This design comes from an exercise in tuning for small area on the open sky130 flow, not from production work.
Function was checked by simulation only, so behaviour that the tests miss may differ from the original.
The clock cells of this run come from the design's own scripts or RTL, not from TritonCTS.
The clock port is modelled as an ideal driver, which makes a skipped or thinned clock tree look cheaper than it is; a real chip needs a root buffer or a tree.
Power and IR drop assume default switching activity.

===== design/flow/flow/run.sh =====
#!/bin/bash
# Own layout flow: the standard synthesis, then its combinational logic re-mapped
# for area (registers untouched), then the standard layout steps from floorplan on.
set -euo pipefail
W=$PWD
F=$W/flow
R=$W/orfs/results/$FLOW_PLATFORM/top/base
PLAT=$FLOW_HOME/platforms/$FLOW_PLATFORM

bash standard.sh synth > $W/log_1_standard_synth.log 2>&1
cp $R/1_2_yosys.v $W/1_2_yosys.standard.v

printf 'set_driving_cell sky130_fd_sc_hd__buf_1\nset_load 5\n' > $W/abc.constr
export RS_LIB=$PLAT/lib/sky130_fd_sc_hd__tt_025C_1v80.lib
export RS_IN=$W/1_2_yosys.standard.v
export RS_TOP=$FLOW_TOP
export RS_CONSTR=$W/abc.constr
export RS_PERIOD_PS=$(python3 -c "print(int(round($FLOW_PERIOD_NS*1000)))")
export RS_DONT_USE="$(sed -n '/DONT_USE_CELLS/,/^$/p' $PLAT/config.mk | grep -o 'sky130_fd_sc_hd__[a-z0-9_]*' | tr '\n' ' ')"
# Re-map in rounds: each round runs ABC's &deepsyn with 8 random seeds in
# parallel from the best netlist so far, and keeps a result only if smaller.
# Stop after 6 rounds, or after 2 rounds in a row without a smaller result.
area_of() { grep "Chip area for module" $1 | tail -1 | awk '{print $NF}'; }
cur=$RS_IN
cur_area=1e9
: > $W/log_2_resyn_choice.log
stale=0
for round in 0 1 2 3 4 5; do
  improved=0
  for k in 1 2 3 4 5 6 7 8; do
    S=$((round * 8 + k))
    sed "s/@SEED@/$S/" $F/area.abc > $W/area_$S.abc
    ( RS_IN=$cur RS_ABC=$W/area_$S.abc RS_OUT=$W/1_2_yosys.resyn_$S.v \
        yosys -c $F/resyn.tcl > $W/log_2_resyn_$S.log 2>&1 ) &
  done
  wait
  for k in 1 2 3 4 5 6 7 8; do
    S=$((round * 8 + k))
    a=$(area_of $W/log_2_resyn_$S.log || true)
    [ -n "$a" ] || continue
    if python3 -c "import sys; sys.exit(0 if $a < $cur_area else 1)"; then
      cur_area=$a; best=$S; improved=1
    fi
  done
  cur=$W/1_2_yosys.resyn_$best.v
  echo "round $round: best seed $best, area $cur_area" >> $W/log_2_resyn_choice.log
  if [ $improved = 1 ]; then stale=0; else stale=$((stale + 1)); fi
  [ $stale -ge 2 ] && break
done
cp $cur $R/1_2_yosys.v

bash standard.sh do-1_synth > $W/log_3_synth_odb.log 2>&1
export OWN_FLOW_DIR=$F
export OWN_CLK_SLEW_TARGET=0.105
bash standard.sh \
  "POST_CTS_TCL=$F/post_cts.tcl" \
  "BUFFER_PORTS_ARGS=-buffer_cell sky130_fd_sc_hd__buf_1" \
  "CTS_ARGS=-sink_clustering_enable -repair_clock_nets -dont_use_dummy_load -buf_list sky130_fd_sc_hd__clkbuf_8 -root_buf sky130_fd_sc_hd__clkbuf_8 -sink_clustering_size 40 -sink_clustering_max_diameter 150" \
  finish > $W/log_4_standard_finish.log 2>&1

===== design/flow/flow/area.abc =====
strash
&get -n
&deepsyn -T 90 -S @SEED@
&put
dch -f
amap
topo

===== design/flow/flow/clk_tree.tcl =====
proc split_points { pts idx parts } {
  if { $parts <= 1 || [llength $idx] <= 1 } { return [list $idx] }
  set xs {}; set ys {}
  foreach i $idx { lappend xs [lindex $pts $i 0]; lappend ys [lindex $pts $i 1] }
  set xs [lsort -integer $xs]; set ys [lsort -integer $ys]
  set axis [expr {([lindex $xs end] - [lindex $xs 0]) >= ([lindex $ys end] - [lindex $ys 0]) ? 0 : 1}]
  set keyed {}
  foreach i $idx { lappend keyed [list [lindex $pts $i $axis] $i] }
  set keyed [lsort -integer -index 0 $keyed]
  set pa [expr {$parts / 2}]
  set na [expr {int(round(double([llength $idx]) * $pa / $parts))}]
  set a {}; set b {}
  set j 0
  foreach kv $keyed { if { $j < $na } { lappend a [lindex $kv 1] } else { lappend b [lindex $kv 1] }; incr j }
  return [concat [split_points $pts $a $pa] [split_points $pts $b [expr {$parts - $pa}]]]
}

# Replace the clock tree that CTS built with a two-level tree: one root buffer
# on the clock port driving a few leaf buffers, each placed at the centre of a
# group of nearby registers (k-means on register positions).
proc rebuild_clock_tree { nleaf root_master leaf_master } {
  set db [ord::get_db]
  set block [ord::get_db_block]
  set clk [$block findNet clk]
  # find the root buffer (the clock buffer on the port net)
  set root ""
  foreach it [$clk getITerms] {
    set inst [$it getInst]
    if { [string match "*clkbuf*" [[$inst getMaster] getName]] } { set root $inst }
  }
  if { $root eq "" } { error "no root clock buffer" }
  set rootnet [[$root findITerm X] getNet]
  # walk the tree below the root: buffers and sinks
  set todo [list $rootnet]
  set bufs {}
  set sinks {}
  while { [llength $todo] } {
    set n [lindex $todo 0]; set todo [lrange $todo 1 end]
    foreach it [$n getITerms] {
      if { [$it isOutputSignal] } { continue }
      set inst [$it getInst]
      if { $inst eq $root } { continue }
      set m [[$inst getMaster] getName]
      if { [string match "*clkbuf*" $m] && [[$inst findITerm A] getNet] eq $n } {
        lappend bufs $inst
        lappend todo [[$inst findITerm X] getNet]
      } else {
        lappend sinks $it
      }
    }
  }
  # sink positions
  set pts {}
  foreach it $sinks {
    set b [[$it getInst] getBBox]
    lappend pts [list [expr {([$b xMin] + [$b xMax]) / 2}] [expr {([$b yMin] + [$b yMax]) / 2}]]
  }
  set n [llength $pts]
  # balanced groups by recursive bisection along the wider side
  set idx {}
  for {set i 0} {$i < $n} {incr i} { lappend idx $i }
  set groups [split_points $pts $idx $nleaf]
  set asg [lrepeat $n 0]
  set cent {}
  set k 0
  foreach g $groups {
    set sx 0; set sy 0
    foreach i $g { lset asg $i $k; incr sx [lindex $pts $i 0]; incr sy [lindex $pts $i 1] }
    lappend cent [list [expr {$sx / [llength $g]}] [expr {$sy / [llength $g]}]]
    incr k
  }
  # remove the old buffers below the root
  foreach b $bufs {
    set o [[$b findITerm X] getNet]
    foreach it [$o getITerms] { if { ![$it isOutputSignal] } { $it disconnect } }
    odb::dbInst_destroy $b
    odb::dbNet_destroy $o
  }
  foreach it $sinks { $it disconnect }
  $root swapMaster [$db findMaster $root_master]
  set lm [$db findMaster $leaf_master]
  for {set k 0} {$k < $nleaf} {incr k} {
    set inst [odb::dbInst_create $block $lm "clkbuf_leaf_${k}_clk"]
    set net [odb::dbNet_create $block "clknet_leaf_${k}_clk"]
    $net setSigType CLOCK
    [$inst findITerm A] connect $rootnet
    [$inst findITerm X] connect $net
    set c [lindex $cent $k]
    $inst setLocation [lindex $c 0] [lindex $c 1]
    $inst setPlacementStatus PLACED
    foreach it $sinks a $asg { if { $a == $k } { $it connect $net } }
  }
  # root buffer at the centre of the leaves
  set sx 0; set sy 0
  foreach c $cent { incr sx [lindex $c 0]; incr sy [lindex $c 1] }
  $root setLocation [expr {$sx / $nleaf}] [expr {$sy / $nleaf}]
  puts "rebuild_clock_tree: $n sinks, removed [llength $bufs] buffers, $nleaf leaves of $leaf_master, root $root_master"
}

proc worst_clock_pin_slew { } {
  set worst 0
  foreach p [get_pins -hierarchical */CLK] {
    set s [get_property $p slew_max]
    if { $s > $worst } { set worst $s }
  }
  return $worst
}

proc build_small_clock_tree { target root_master leaf_masters } {
  set db [ord::get_db]
  set cands {}
  foreach m $leaf_masters {
    set mst [$db findMaster $m]
    set a [expr {[$mst getWidth] * [$mst getHeight]}]
    for {set n 2} {$n <= 12} {incr n} { lappend cands [list [expr {$a * $n}] $n $m] }
  }
  set cands [lsort -integer -index 0 $cands]
  foreach c $cands {
    lassign $c a n m
    rebuild_clock_tree $n $root_master $m
    detailed_placement
    estimate_parasitics -placement
    set w [worst_clock_pin_slew]
    puts "build_small_clock_tree: $n leaves of $m, worst clock pin slew $w"
    if { $w < $target } { return $c }
  }
  error "build_small_clock_tree: no candidate met the slew target"
}

===== design/flow/flow/post_cts.tcl =====
source $::env(OWN_FLOW_DIR)/clk_tree.tcl
build_small_clock_tree $::env(OWN_CLK_SLEW_TARGET) sky130_fd_sc_hd__clkbuf_4 \
  {sky130_fd_sc_hd__clkbuf_4 sky130_fd_sc_hd__clkbuf_8 sky130_fd_sc_hd__clkbuf_16}
check_placement -verbose

===== design/flow/flow/resyn.tcl =====
# Re-map the combinational logic of the standard synthesis netlist for area.
# The flip-flops stay as they are (same instances, names and cell types).
set lib $::env(RS_LIB)
yosys read_liberty -ignore_miss_func $lib
yosys read_verilog $::env(RS_IN)
yosys hierarchy -top $::env(RS_TOP)
yosys blackbox sky130_fd_sc_hd__*df*
yosys flatten
yosys delete t:\$scopeinfo
yosys opt -purge
set du {}
foreach c $::env(RS_DONT_USE) { lappend du -dont_use $c }
yosys abc -script $::env(RS_ABC) -liberty $lib {*}$du -constr $::env(RS_CONSTR) -D $::env(RS_PERIOD_PS)
yosys opt_clean -purge
yosys hilomap -singleton -hicell sky130_fd_sc_hd__conb_1 HI -locell sky130_fd_sc_hd__conb_1 LO
yosys splitnets
yosys opt_clean -purge
yosys stat -liberty $lib
yosys write_verilog -noattr -noexpr -nohex -nodec $::env(RS_OUT)

===== design/flow/standard.sh =====
#!/bin/bash
# synth_recipe.tcl (not shown) runs the flow's synth.tcl, then flattens the netlist and writes it again
# the make line also repeats each setting of config.mk as NAME=value (left out here)
make -C /OpenROAD-flow-scripts/flow DESIGN_CONFIG=/design/flow/config.mk WORK_HOME=/design/flow/orfs CLKGATE_MAP_FILE= SYNTH_SCRIPT=/design/flow/synth_recipe.tcl "${@:-finish}"

===== design/flow/config.mk =====
export PLATFORM = sky130hd
export DESIGN_NAME = top
export DESIGN_NICKNAME = top
export VERILOG_FILES = /design/flow/design.v
export SDC_FILE = /design/flow/constraint.sdc
export NUM_CORES = 4
export LEC_CHECK = 0
export CAP_MARGIN = 20
export CORE_MARGIN = 2
export CORE_UTILIZATION = 70
export SLEW_MARGIN = 20

===== design/flow/constraint.sdc =====
create_clock -name core_clock -period 20.0 [get_ports {clk}]
set_input_delay 4.0000 -clock core_clock [delete_from_list [all_inputs] [get_ports {clk}]]
set_output_delay 4.0000 -clock core_clock [all_outputs]
set_load 0.01 [all_outputs]

===== design/flow/design.v =====
module top(
		o_seg_enb,
		o_seg_dp,
		o_seg,
		o_alarm,
		i_sw0,
		i_sw1,
		i_sw2,
		i_sw3,
		clk,
		rst_n);
output	[5:0]	o_seg_enb	;
output		o_seg_dp	;
output	[6:0]	o_seg		;
output		o_alarm		;
input		i_sw0		;
input		i_sw1		;
input		i_sw2		;
input		i_sw3		;
input		clk		;
input		rst_n		;
reg	[4:0]	c0;
reg	[2:0]	b0;	 
reg	[4:0]	b1;	 
reg	[1:0]	b2;	 
reg		c0_f;
always @(*) begin
	case ({c0[3], c0[1], c0[0], c0[4]})
	4'd0: c0_f = 1'b1;
	4'd1: c0_f = 1'b0;
	4'd2: c0_f = 1'b1;
	4'd3: c0_f = 1'b0;
	4'd4: c0_f = 1'b0;
	4'd5: c0_f = 1'b1;
	4'd6: c0_f = 1'b1;
	4'd7: c0_f = 1'b0;
	4'd8: c0_f = 1'b0;
	4'd9: c0_f = 1'b1;
	4'd10: c0_f = 1'b0;
	4'd11: c0_f = 1'b1;
	4'd12: c0_f = 1'b0;
	4'd13: c0_f = 1'b0;
	4'd14: c0_f = 1'b0;
	4'd15: c0_f = 1'b0;
	endcase
end
wire	c0_w = (c0 == 5'd16);	 
wire	b0_w = (b0 == 3'd7);
wire	b1_w = (b1 == 5'd24);
always @(posedge clk or negedge rst_n) begin
	if (!rst_n) begin
		c0 <= 5'd0; b0 <= 3'd0; b1 <= 5'd0; b2 <= 2'd0;
	end else begin
		c0 <= {c0[3:0], c0_f};
		if (c0_w) begin
			b0 <= b0 + 3'd1;
			if (b0_w) begin
				b1 <= b1_w ? 5'd0 : b1 + 5'd1;
				if (b1_w) b2 <= b2 + 2'd1;
			end
		end
	end
end
wire	c0_0	= (c0 == 5'd0);	 
wire	c0_1	= (c0 == 5'd1);	 
wire	c0_2	= (c0 == 5'd3);	 
wire	c0_3	= (c0 == 5'd7);	 
wire	clk_bit	= b2[0];	 
wire	clk_1hz	= b2[1];	 
wire	disp_p	= c0_0 & b0[0];			 
wire	sw_p	= c0_0 & (b0 == 3'd4);		 
wire	b_4	= (b0 == 3'd4);
wire	p101	= c0_1 & b_4;
wire	p102	= c0_2 & b_4;
wire	p103	= c0_3 & b_4;
wire	bz	= (b0 == 3'd0) & (b1 == 5'd0);
wire	mel_p	= c0_0 & bz & b2[0];		 
wire	t10000	= c0_0 & bz & (b2 == 2'd2);
wire	t10001	= c0_1 & bz & (b2 == 2'd2);
reg	[3:0]	d1;
always @(posedge clk or negedge rst_n) begin
	if (!rst_n) d1 <= 4'h0;
	else if (sw_p) d1 <= ~{i_sw3, i_sw2, i_sw1, i_sw0};
end
reg	[3:0]	d2;
reg	[2:0]	d3;	 
always @(posedge clk) begin
	if (sw_p) begin
		d2 <= d1;
		d3 <= {d2[3], d2[1:0]};
	end
end
wire	n2 = d1[2] & ~d2[2];		 
wire	e0 = d2[0] & ~d3[0];		 
wire	e1 = d2[1] & ~d3[1];
wire	e3 = d2[3] & ~d3[2];
reg	[1:0]	mode;
reg		pos;
reg		alarm_en;
always @(posedge clk or negedge rst_n) begin
	if (!rst_n) begin
		mode <= 2'd0; pos <= 1'b0; alarm_en <= 1'b0;
	end else if (p101) begin
		if (e0) mode <= mode[1] ? 2'd0 : mode + 2'd1;
		if (e1) pos <= ~pos;
		if (e3) alarm_en <= ~alarm_en;
	end
end
wire	[1:0]	mode_o = e0 ? (mode == 2'd0 ? 2'd2 : mode - 2'd1) : mode;
wire		pos_o  = pos ^ e1;
reg	[5:0]	sec, min, asec, amin;
reg		maxhit;
wire	mca   = ~mode[0];		 
wire	mca_o = ~mode_o[0];
wire	ms    = (mode == 2'd1);
wire	ms_o  = (mode_o == 2'd1);
wire	ma    = (mode == 2'd2);
wire	ma_o  = (mode_o == 2'd2);
wire	tk_s   = mca   ? clk_1hz : (ms   & ~pos   & n2);
wire	tk_s_o = mca_o ? clk_1hz : (ms_o & ~pos_o & n2);
wire	tk_m   = mca   ? maxhit  : (ms   &  pos   & n2);
wire	tk_m_o = mca_o ? maxhit  : (ms_o &  pos_o & n2);
wire	tk_as   = ma   & ~pos   & n2;
wire	tk_as_o = ma_o & ~pos_o & n2;
wire	tk_am   = ma   &  pos   & n2;
wire	tk_am_o = ma_o &  pos_o & n2;
wire	ed_s102 = tk_s & ~tk_s_o;
wire	ed_s  = (t10000 & mca) | (p101 & ms & ~pos & n2) | (p102 & ed_s102);
wire	ed_m  = (t10001 & mca & maxhit) | (p101 & ms & pos & n2) |
		(p102 & tk_m & ~tk_m_o) | (p103 & mca & maxhit & ed_s102);
wire	ed_as = (p101 & tk_as) | (p102 & tk_as & ~tk_as_o);
wire	ed_am = (p101 & tk_am) | (p102 & tk_am & ~tk_am_o);
wire	sec_w = (sec == 6'd59);
always @(posedge clk or negedge rst_n) begin
	if (!rst_n) begin
		sec <= 6'd0; maxhit <= 1'b0;
	end else if (ed_s) begin
		sec <= sec_w ? 6'd0 : sec + 6'd1;
		maxhit <= sec_w;
	end
end
always @(posedge clk or negedge rst_n) begin
	if (!rst_n) min <= 6'd0;
	else if (ed_m) min <= (min == 6'd59) ? 6'd0 : min + 6'd1;
end
always @(posedge clk or negedge rst_n) begin
	if (!rst_n) asec <= 6'd0;
	else if (ed_as) asec <= (asec == 6'd59) ? 6'd0 : asec + 6'd1;
end
always @(posedge clk or negedge rst_n) begin
	if (!rst_n) amin <= 6'd0;
	else if (ed_am) amin <= (amin == 6'd59) ? 6'd0 : amin + 6'd1;
end
reg		al;
always @(posedge clk or negedge rst_n) begin
	if (!rst_n) al <= 1'b0;
	else al <= ({sec, min} == {asec, amin}) ? alarm_en : (al & alarm_en);
end
reg	[2:0]	dg;
always @(posedge clk or negedge rst_n) begin
	if (!rst_n) dg <= 3'd0;
	else if (disp_p) dg <= {~dg[0], dg[2:1]};
end
wire	g0 = ~dg[2] & ~dg[0];
wire	g1 =  dg[2] & ~dg[1];
wire	g2 =  dg[1] & ~dg[0];
wire	g3 =  dg[2] &  dg[0];
wire	g4 = ~dg[2] &  dg[1];
wire	g5 = ~dg[1] &  dg[0];
wire	[5:0]	v = g0 | g1 ? (ma ? asec : sec) : (ma ? amin : min);
wire	[3:0]	vt = v / 10;
wire	[3:0]	vo = v % 10;
wire	[3:0]	num = (g1 | g3) ? vt : vo;
reg	[6:0]	seg7;
always @(*) begin
	case (num)
		4'd0:	seg7 = 7'b111_1110;
		4'd1:	seg7 = 7'b011_0000;
		4'd2:	seg7 = 7'b110_1101;
		4'd3:	seg7 = 7'b111_1001;
		4'd4:	seg7 = 7'b011_0011;
		4'd5:	seg7 = 7'b101_1011;
		4'd6:	seg7 = 7'b101_1111;
		4'd7:	seg7 = 7'b111_0000;
		4'd8:	seg7 = 7'b111_1111;
		4'd9:	seg7 = 7'b111_0011;
		default:seg7 = 7'b000_0000;
	endcase
end
assign	o_seg = (g4 | g5) ? 7'd0 : seg7;
assign	o_seg_enb = ~{g5, g4, g3, g2, g1, g0};
assign	o_seg_dp = (g0 & mode[0]) | (g1 & mode[1]);
reg	[4:0]	note;
reg		note_f;
always @(*) begin
	case ({note[3], note[1], note[0], note[4]})
	4'd0: note_f = 1'b1;
	4'd1: note_f = 1'b0;
	4'd2: note_f = 1'b1;
	4'd3: note_f = 1'b0;
	4'd4: note_f = 1'b0;
	4'd5: note_f = 1'b1;
	4'd6: note_f = 1'b1;
	4'd7: note_f = 1'b0;
	4'd8: note_f = 1'b0;
	4'd9: note_f = 1'b1;
	4'd10: note_f = 1'b0;
	4'd11: note_f = 1'b1;
	4'd12: note_f = 1'b0;
	4'd13: note_f = 1'b0;
	4'd14: note_f = 1'b0;
	4'd15: note_f = 1'b0;
	endcase
end
always @(posedge clk or negedge rst_n) begin
	if (!rst_n) note <= 5'd0;
	else if (mel_p) note <= {note[3:0], note_f};
end
reg	[3:0]	th;
always @(*) begin
	case (note)
		5'd0: th = 4'd14;	 
		5'd1: th = 4'd12;	 
		5'd3: th = 4'd7;	 
		5'd7: th = 4'd8;	 
		5'd15: th = 4'd12;	 
		5'd30: th = 4'd13;	 
		5'd28: th = 4'd14;	 
		5'd25: th = 4'd14;	 
		5'd19: th = 4'd14;	 
		5'd6: th = 4'd13;	 
		5'd12: th = 4'd12;	 
		5'd24: th = 4'd10;	 
		5'd17: th = 4'd12;	 
		5'd2: th = 4'd14;	 
		5'd4: th = 4'd12;	 
		5'd9: th = 4'd7;	 
		5'd18: th = 4'd8;	 
		5'd5: th = 4'd12;	 
		5'd11: th = 4'd13;	 
		5'd22: th = 4'd14;	 
		5'd13: th = 4'd12;	 
		5'd26: th = 4'd12;	 
		5'd20: th = 4'd10;	 
		5'd8: th = 4'd9;	 
		5'd16: th = 4'd8;	 
		default: th = 4'd8;
	endcase
end
reg	[3:0]	tc;
reg	[3:0]	tci;
always @(*) begin
	case (tc)
		4'd1: tci = 4'd0;
		4'd2: tci = 4'd1;
		4'd3: tci = 4'd4;
		4'd4: tci = 4'd2;
		4'd5: tci = 4'd8;
		4'd6: tci = 4'd5;
		4'd7: tci = 4'd10;
		4'd8: tci = 4'd14;
		4'd9: tci = 4'd3;
		4'd10: tci = 4'd7;
		4'd11: tci = 4'd9;
		4'd12: tci = 4'd13;
		4'd13: tci = 4'd6;
		4'd14: tci = 4'd12;
		4'd15: tci = 4'd11;
		default: tci = 4'd14;
	endcase
end
wire	hit = (tci >= th);
always @(posedge clk) begin
	if (!al) tc <= 4'd8;
	else if (hit) tc <= 4'd1;
	else tc <= {tc[2:0], tc[3] ^ tc[2]};
end
reg		tone;
always @(posedge clk or negedge rst_n) begin
	if (!rst_n) tone <= 1'b0;
	else if (al && hit) tone <= ~tone;
end
assign	o_alarm = tone & al & clk_bit;
endmodule

==> summary.md <==
| Metric | Value |
|---|---|
| PortBufs | 20 |
| Post-route ant nets | 0 |
| Max Fclk | 122 MHz |
| Drt drc | 0 |
| Kind of critical path | register to output port |
| Leak | 1.49 nW |
| Vias in the first global route | 2,933 |
| Skew-Pair Late Insertion Delay | 0.42 ns |
| First-pass GRT wire length | 13.1 mm |
| Syn_area_per_cell | 8.25 sq um |
| Final setup viols | 0 |
| Die height | 74.4 microns |
| WL per Instance | 14.9 microns |
| Syn Nets | 426 |
| Row count | 25 |
| Tmin final | 8.17 ns |
| Sink Count | 69 |
| Max-cap viol count | 0 |
| DP Area | 3630 sq um |
| Peak VDD IR | 0.0000449 V |
| Worst hold path type | register to register |
| Worst slew margin relative to its limit | 0.342 |
| Fin. Hold Viols | 0 |
| Ant. Diodes | 0 |
| Final Max Slew Viols | 0 |
| CP delay by family, top | compound AO/OA/AOI/OAI gates |
| Vias per cell | 6.13 |
| Final period util | 0.408 |
| CP Launch Type | register |
| Final setup TNS | 0 ns |
| CP endpoint kind | output port |
| Die area | 5530 sq um |
| Critical path's slowest cell | dfrtp_1 |
| Clock skew | 0.0217 ns |
| Area of the multi-input gates | 1440 sq um |
| Core area | 4750 sq um |
| Synth warn | 1 |
| Fillers | 351 |
| Mapped Cells | 420 |
| Reg area | 1740 sq um |
| Vias after detailed routing | 3,175 |
| Buf/Inv on CP | 3 |
| Area growth from synthesis to layout | 7.00% |
| GRT Residual Overflow | 0 |
| Slew @ Worst Pin | 0.983 ns |
| DRT iter0 DRCs | 283 |
| Clock slew seen by the registers of the worst setup and hold paths | 0.09 ns |
| Antenna violations before repair | 0 |
| Drt pass-1 iters | 5 |
| Starting Density | 0.729 |
| Post-route cell area | 3710 sq um |
| Final WS setup | 11.83 ns |
| Cell area after synthesis | 3470 sq um |
| Largest net degree at the start of global routing | 59 |
| Unrepaired setup endpoints after global routing | no |
| Routability cong. | 0.978 |
| Total length of routed wires | 7.70 mm |
| Ratio of cells with drive above 1 in the final layout | 0.0266 |
| Arrival @ worst endpoint | 4.17 ns |
| Crit-path cells | clkinv_1, nor2_1, clkinv_1, nand2_1, o22ai_1, nor2_1, nand2_1, and2_0, o22ai_1, nor2_1, a21o_1, nor2_1, o311ai_0, a31oi_1, a31oi_1, o21bai_1, buf_1 |
| Outcome | no timing/DRC/antenna violations |
| Die Wd | 74.4 microns |
| Critical Path RT | 16.00 ns |
| Crit Path Max Fanout | 6 |
| Final #Nets | 459 |
| Pre-CTS setup slack | 12.48 ns |
| Top cell by count, worst path | nor2_1 |
| Critical path's largest stage delay | 0.37 ns |
| Tot GR Track Use | 0.319 |
| Number of I/O pins | 21 |
| Dpl hpwl | 5.47 mm |
| Pwr/cell area | 56.3 nW/um^2 |
-- power by group --
part,internal (mW),leakage [nW],switching [mW]
registers,0.141,0.890,0
logic,0.000377,0.558,0.00233
clock network,0.0231,0.0460,0.0419
total,0.164,1.49,0.0442
-- through the flow --
stage	cells	hold slack [ns]	power, mW	utilization
6_report	518	0.421	0.209	0.780
2_1_floorplan	420	0.381	0.144	-
5_1_grt	518	0.438	0.216	0.780
3_3_place_gp	508	0.395	0.147	0.764
3_5_place_dp	508	0.407	0.147	0.764
-- layout by cell type, fill, tap and decap left out, drive strengths merged --
cell     n
clkbuf  11
a221oi   3
clkinv  75
or2      1
dfrtp   58
o32ai    3
a22oi    2
o21a     8
o221ai   4
o32a     2
a21o     1
a31oi    7
o21ai   23
o221a    1
nor3b    1
edfxtp   7
o211ai   1
nor3    12
nor4b    1
nor2    75
o21bai   2
buf     20
nand3    4
nand4    5
nor2b    4
a222oi   2
a21oi   24
a311oi   1
nand2   42
and2     1
o311ai   2
dfxtp    4
o22a     2
o22ai   28
nor4     5
a211oi   7
or3      2
-- metal layers --
| layer | routed length [microns] | GRT usage |
|---|---|---|
| met1 | 3610 | 0.443 |
| met2 | 3430 | 0.494 |
| met3 | 518 | 0.0935 |
| met4 | 143 | 0.0952 |
| met5 | 0 | 0 |
-- state kept, by name, summed over array words and instances (netlist names) --
name      flops
alarm_en      1
sec           6
amin          6
pos           1
b1            5
d3            3
d1            4
al            1
tc            4
d2            4
mode          2
asec          6
b0            3
tone          1
maxhit        1
note          5
b2            2
dg            3
min           6
c0            5
-- final timing paths --
check / from / slack, ns / to / depth (start not counted)
hold / removal: c0[1] / 0.42 / c0[2] / 0
max in group asynchronous: rst_n / 15.78 / asec[4] / 2
hold reg to reg: c0[1] / 0.42 / c0[2] / 0
setup / recovery: mode[1] / 11.83 / o_seg[6] / 17
min in group asynchronous: rst_n / 3.72 / b1[0] / 2
setup reg to reg: d3[0] / 16.70 / min[4] / 17
-- area by class of cell, clock buffers not listed --
cell class | count | area share
sequential | 69 | 0.470
multi-input combinational | 276 | 0.389
inverter | 75 | 0.0759
timing repair buffer | 21 | 0.0226
tap | 67 | 0.0226
buffer | 9 | 0.0182

[static timing again, ports no longer ideal]
The flow's constraints put no driver on any port. The routed layout listed below was extracted and timed again, unchanged, in two steps. Step 1 (the two cells are an assumption about what drives the block):
set clk [get_ports {clk}]
set_driving_cell -lib_cell sky130_fd_sc_hd__clkbuf_16 $clk
set_driving_cell -lib_cell sky130_fd_sc_hd__buf_2 [delete_from_list [all_inputs] $clk]
Step 2 adds t to the input delays and takes it off the output delays; t is the mean of the earliest and latest rising clock arrival at the registers after step 1. Input paths then give back, and output paths get back, about the clock's delay inside the block. Three values: no drivers, after step 1, after step 2; two values: the first two.
t, ns: 0.441
slack for setup (ns): 11.830 / 11.803 / 12.244
hold slack, ns: 0.421 / 0.421 / 0.421
latest minus earliest clock arrival (ns): 0.021 / 0.022
worst slew at a driven data input, ns: 0.03
After both steps setup and hold are still met in this run. The setup slack of this run moves by -0.027 ns with the drivers and by +0.414 ns with both steps.
